What follows belongs to an exercise in optimizing a design on an open flow for small area; a production flow would make more cautious choices.
Only simulation tests tie the RTL to the original design; equivalence was not proved.

Design alu_top, start of the top module:
module alu_top(clk, a, b, s, result, zero);
input clk;
input [15:0] a, b;
input [3:0] s;
output reg [15:0] result;
output reg zero;
reg [15:0] a_q, b_q;
reg [3:0] s_q;
wire [15:0] alu_result;
wire alu_zero;
always @(posedge clk) begin
    a_q <= a;
    b_q <= b;
    s_q <= s;
    result <= alu_result;
    zero <= alu_zero;
end
alu u_alu(.a(a_q), .b(b_q), .s(s_q), .result(alu_result), .zero_detection(alu_zero));
endmodule
For scale: roughly 480 cells after synthesis, roughly 5000 um^2 of cells after synthesis.
==> flow/config.mk <==
export PLATFORM = sky130hd
export DESIGN_NAME = alu_top
export DESIGN_NICKNAME = alu_top
export VERILOG_FILES = /design/flow/design.v
export SDC_FILE = /design/flow/constraint.sdc
export NUM_CORES = 4
export LEC_CHECK = 0
export CAP_MARGIN = 5
export CORE_MARGIN = 2
export CORE_UTILIZATION = 65
export GPL_TIMING_DRIVEN = 0
export PLACE_DENSITY = 0.75
export SLEW_MARGIN = 5
export SYNTH_HIERARCHICAL = 1
export SYNTH_MINIMUM_KEEP_SIZE = 0
==> flow/constraint.sdc <==
create_clock -name core_clock -period 8.0 [get_ports {clk}]
set_input_delay 1.6000 -clock core_clock [delete_from_list [all_inputs] [get_ports {clk}]]
set_output_delay 1.6000 -clock core_clock [all_outputs]
set_load 0.01 [all_outputs]
standard.sh (not shown) runs the stock make flow with config.mk's settings and CLKGATE_MAP_FILE= SYNTH_SCRIPT=/design/flow/synth_recipe.tcl, a recipe that flattens the netlist after the stock synthesis.
==> flow/flow/run.sh <==
#!/bin/bash
# The standard layout (standard.sh: the standard synthesis, then ORFS to
# finish) with these ORFS options: the smallest buffer, sky130_fd_sc_hd__buf_1,
# on every port; the buffers Yosys/ABC put in removed before placement (ORFS
# re-buffers where slew, capacitance or timing need it); ABC sizing its gates
# for a light load (ABC_LOAD_IN_FF=1); ORFS's power recovery (downsizing gates
# off the critical paths) after global routing; and clock tree synthesis with
# ORFS's default arguments plus -dont_use_dummy_load.
# Between synthesis and floorplan, flow/downsize.tcl puts every gate at its
# smallest drive strength; ORFS's repair steps size up what needs it.
set -euo pipefail
ARGS=("BUFFER_PORTS_ARGS=-buffer_cell sky130_fd_sc_hd__buf_1" REMOVE_ABC_BUFFERS=1 RECOVER_POWER=100 ABC_LOAD_IN_FF=1 "CTS_ARGS=-sink_clustering_enable -repair_clock_nets -dont_use_dummy_load")
bash standard.sh "${ARGS[@]}" synth > orfs_make_synth.log 2>&1
R=orfs/results/$FLOW_PLATFORM/alu_top/base
LIB_FILE=$FLOW_HOME/platforms/$FLOW_PLATFORM/lib/sky130_fd_sc_hd__tt_025C_1v80.lib SYNTH_ODB=$R/1_synth.odb \
  openroad -no_init -exit flow/downsize.tcl > downsize.log 2>&1
bash standard.sh "${ARGS[@]}" finish > orfs_make.log 2>&1
==> flow/flow/downsize.tcl <==
# Puts every gate of the synthesized netlist at its smallest drive strength
# (the same cell type, so the same function and footprint), leaving it to the
# ORFS repair steps that follow to size up or buffer where slew, capacitance
# or timing need it. Registers keep their type (only their drive may change).
read_liberty $::env(LIB_FILE)
read_db $::env(SYNTH_ODB)
set db [ord::get_db]
set block [ord::get_db_block]
set n 0
foreach inst [$block getInsts] {
  set m [[$inst getMaster] getName]
  if {![regexp {^(sky130_fd_sc_hd__[a-z0-9]+)_([0-9]+)$} $m -> base size]} { continue }
  set best $m
  set best_area [expr {[[$inst getMaster] getWidth] * [[$inst getMaster] getHeight]}]
  foreach s {0 1 2} {
    set cand ${base}_$s
    if {$cand eq $m} { continue }
    set cm [$db findMaster $cand]
    if {$cm eq "NULL"} { continue }
    set a [expr {[$cm getWidth] * [$cm getHeight]}]
    if {$a < $best_area} { set best $cand; set best_area $a }
  }
  if {$best ne $m} {
    replace_cell [$inst getName] $best
    incr n
  }
}
puts "downsize: replaced $n cells"
write_db $::env(SYNTH_ODB)
Then changed:
--- a/flow/design.v
+++ b/flow/design.v
@@ -253,29 +253,30 @@
   input [3:0] s;
   output [15:0] result;
   output zero_detection;
   wire c_shr   = s[3] & ~s[2] & s[1] & s[0];           
   wire c_andor = s[3] & s[2] & ~s[1];                  
   wire c_arith = s[3] & (s[2] ~^ s[1]);                
   wire c_cmp   = s[3] & ~s[2] & ~s[1];                 
   wire b_small = (b[15:4] == 12'd0);
   wire keep    = s[3] ? (s[2] | s[1] & b_small) : (s[2:0] == 3'b001);
   wire [15:0] a_rev = {a[0], a[1], a[2], a[3], a[4], a[5], a[6], a[7],
                        a[8], a[9], a[10], a[11], a[12], a[13], a[14], a[15]};
-  wire rev;
+  wire rev, nrev;
   alu_and3b u_rev(.a(s[1]), .b(s[0]), .cn(s[2]), .y(rev));
+  alu_nand3b u_nrev(.a(s[1]), .b(s[0]), .cn(s[2]), .y(nrev));
   wire [15:0] xn;
   genvar gi, gj;
   generate
     for (gi = 0; gi < 16; gi = gi + 1) begin : g_x
-      alu_mux2i u_x(.a(a[gi]), .b(a_rev[gi]), .s(rev), .y(xn[gi]));
+      alu_aoi22 u_x(.a1(a[gi]), .a2(nrev), .b1(a_rev[gi]), .b2(rev), .y(xn[gi]));
     end
   endgenerate
   wire ysel_b = ~s[3];
   wire [3:0] dlo = {4{s[3] & ~s[2] & s[1]}} & (4'd1 << b[1:0]);
   wire [3:0] dhi = 4'd1 << b[3:2];
   wire y_one = s[3] & (s[2] ~^ s[1]);
   wire [15:0] yn;
   alu_aoi221 u_y0(.a1(ysel_b), .a2(b[0]), .b1(dlo[0]), .b2(dhi[0]), .c(y_one), .y(yn[0]));
   generate
     for (gi = 1; gi < 16; gi = gi + 1) begin : g_y
       alu_aoi22 u_y(.a1(ysel_b), .a2(b[gi]), .b1(dlo[gi%4]), .b2(dhi[gi/4]), .y(yn[gi]));
@@ -584,45 +585,37 @@
   alu_xnor u_ix239(.a(fs174), .b(in238), .y(ix239));
   wire ia240;
   alu_and2 u_ia240(.a(ia237), .b(fs174), .y(ia240));
   wire in241, ix242;
   alu_nand2 u_in241(.a(ia240), .b(fc91), .y(in241));
   alu_xnor u_ix242(.a(fs200), .b(in241), .y(ix242));
   wire ia243;
   alu_and2 u_ia243(.a(ia240), .b(fs200), .y(ia243));
   wire in244, ix245;
   alu_nand2 u_in244(.a(ia243), .b(fc91), .y(in244));
   alu_xnor u_ix245(.a(xs230), .b(in244), .y(ix245));
-  wire ina246;
-  alu_nand2 u_ina246(.a(ia243), .b(xs230), .y(ina246));
   wire [15:0] p = {ix245, ix242, ix239, ix236, ix233, ix231, fs90, fs72, fs56, fs42, fs30, fs20, fs12, fs6, fs2, fs0};
-  wire blk_or = fs108 | fs128 | fs150 | fs174 | fs200 | xs230;
-  wire blk_nand = ina246;
-  wire late = fc91;
   wire top_ne = a[15] ^ b[15];
   wire cmp_top = a[15] ^ ~s[0];
   wire keep_p = keep & ~c_cmp;
   wire sel_p = keep_p & ~c_shr;
   wire sel_r = keep_p & c_shr;
   wire sel_c = c_cmp & ~top_ne;                        
   wire one_c = c_cmp & top_ne & cmp_top;               
   alu_ao221 u_r0(.a1(p[0]), .a2(sel_p), .b1(p[15]), .b2(sel_r | sel_c), .c(one_c), .y(result[0]));
   generate
     for (gi = 1; gi < 16; gi = gi + 1) begin : g_r
       alu_ao22 u_r(.a1(p[gi]), .a2(sel_p), .b1(p[15-gi]), .b2(sel_r), .y(result[gi]));
     end
   endgenerate
-  wire hi_or;
-  alu_mux2 u_hi(.a(blk_or), .b(blk_nand), .s(late), .y(hi_or));
-  wire hi_or9;
-  alu_or2 u_hi9(.a(hi_or), .b(p[9]), .y(hi_or9));
+  wire hi_or9 = (p[15:9] != 7'd0);
   wire lo_or = keep_p & (p[8:0] != 9'd0) | one_c;
   alu_aoi221 u_z(.a1(keep_p), .a2(hi_or9), .b1(sel_c), .b2(p[15]), .c(lo_or), .y(zero_detection));
 endmodule
 module alu_fa(a, b, c, s, co);
   input a, b, c;
   output s, co;
   assign s = a ^ b ^ c;
   assign co = (a & b) | (a & c) | (b & c);
 endmodule
 module alu_ha(a, b, s, co);
   input a, b;
@@ -677,22 +670,27 @@
 endmodule
 module alu_mux2(a, b, s, y);
   input a, b, s;
   output y;
   assign y = s ? b : a;
 endmodule
 module alu_mux2i(a, b, s, y);
   input a, b, s;
   output y;
   assign y = ~(s ? b : a);
 endmodule
+module alu_nand3b(a, b, cn, y);
+  input a, b, cn;
+  output y;
+  assign y = ~(a & b & ~cn);
+endmodule
 module alu_and3b(a, b, cn, y);
   input a, b, cn;
   output y;
   assign y = a & b & ~cn;
 endmodule
 module alu_ao22(a1, a2, b1, b2, y);
   input a1, a2, b1, b2;
   output y;
   assign y = (a1 & a2) | (b1 & b2);
 endmodule
 module alu_ao221(a1, a2, b1, b2, c, y);
Result:
- The changed run ran to the end with no violations
- wire length decreases by 2.4%
- clock skew fell by 0.011 ns
- area after synthesis went down by 1.1%
- critical path depth shrinks by 1
- hold slack improved by 0.0063 ns
- core utilization came out lower by 0.56 points
- die area decreases by 1.0%

## static timing again, ports no longer ideal
How much do the figures lean on ideal ports? The routed layouts below were timed once more, with nothing changed but the port constraints. Step 1, drivers: a clkbuf_16 drives clk and a buf_2 each remaining input, both assumed. Step 2 moves the port delays by t, midway between the first and last clock arrival at a register: inputs arrive t later, outputs are due t later. That takes back most of the time a late clock gives input paths. Three values: ideal ports, drivers, drivers and shift; two values: the first two.
run | shift t [ns] | slack for setup (ns) | worst hold slack (ns) | worst setup path after step 2 | latest minus earliest clock arrival (ns)
the first run | 0.325 | 0.434 / 0.434 / 0.434 | 0.878 / 0.878 / 0.878 | register to register | 0.029 / 0.028
the second run | 0.319 | 0.325 / 0.325 / 0.325 | 0.884 / 0.884 / 0.884 | register to register | 0.018 / 0.018
After both steps every run listed still meets setup and hold.
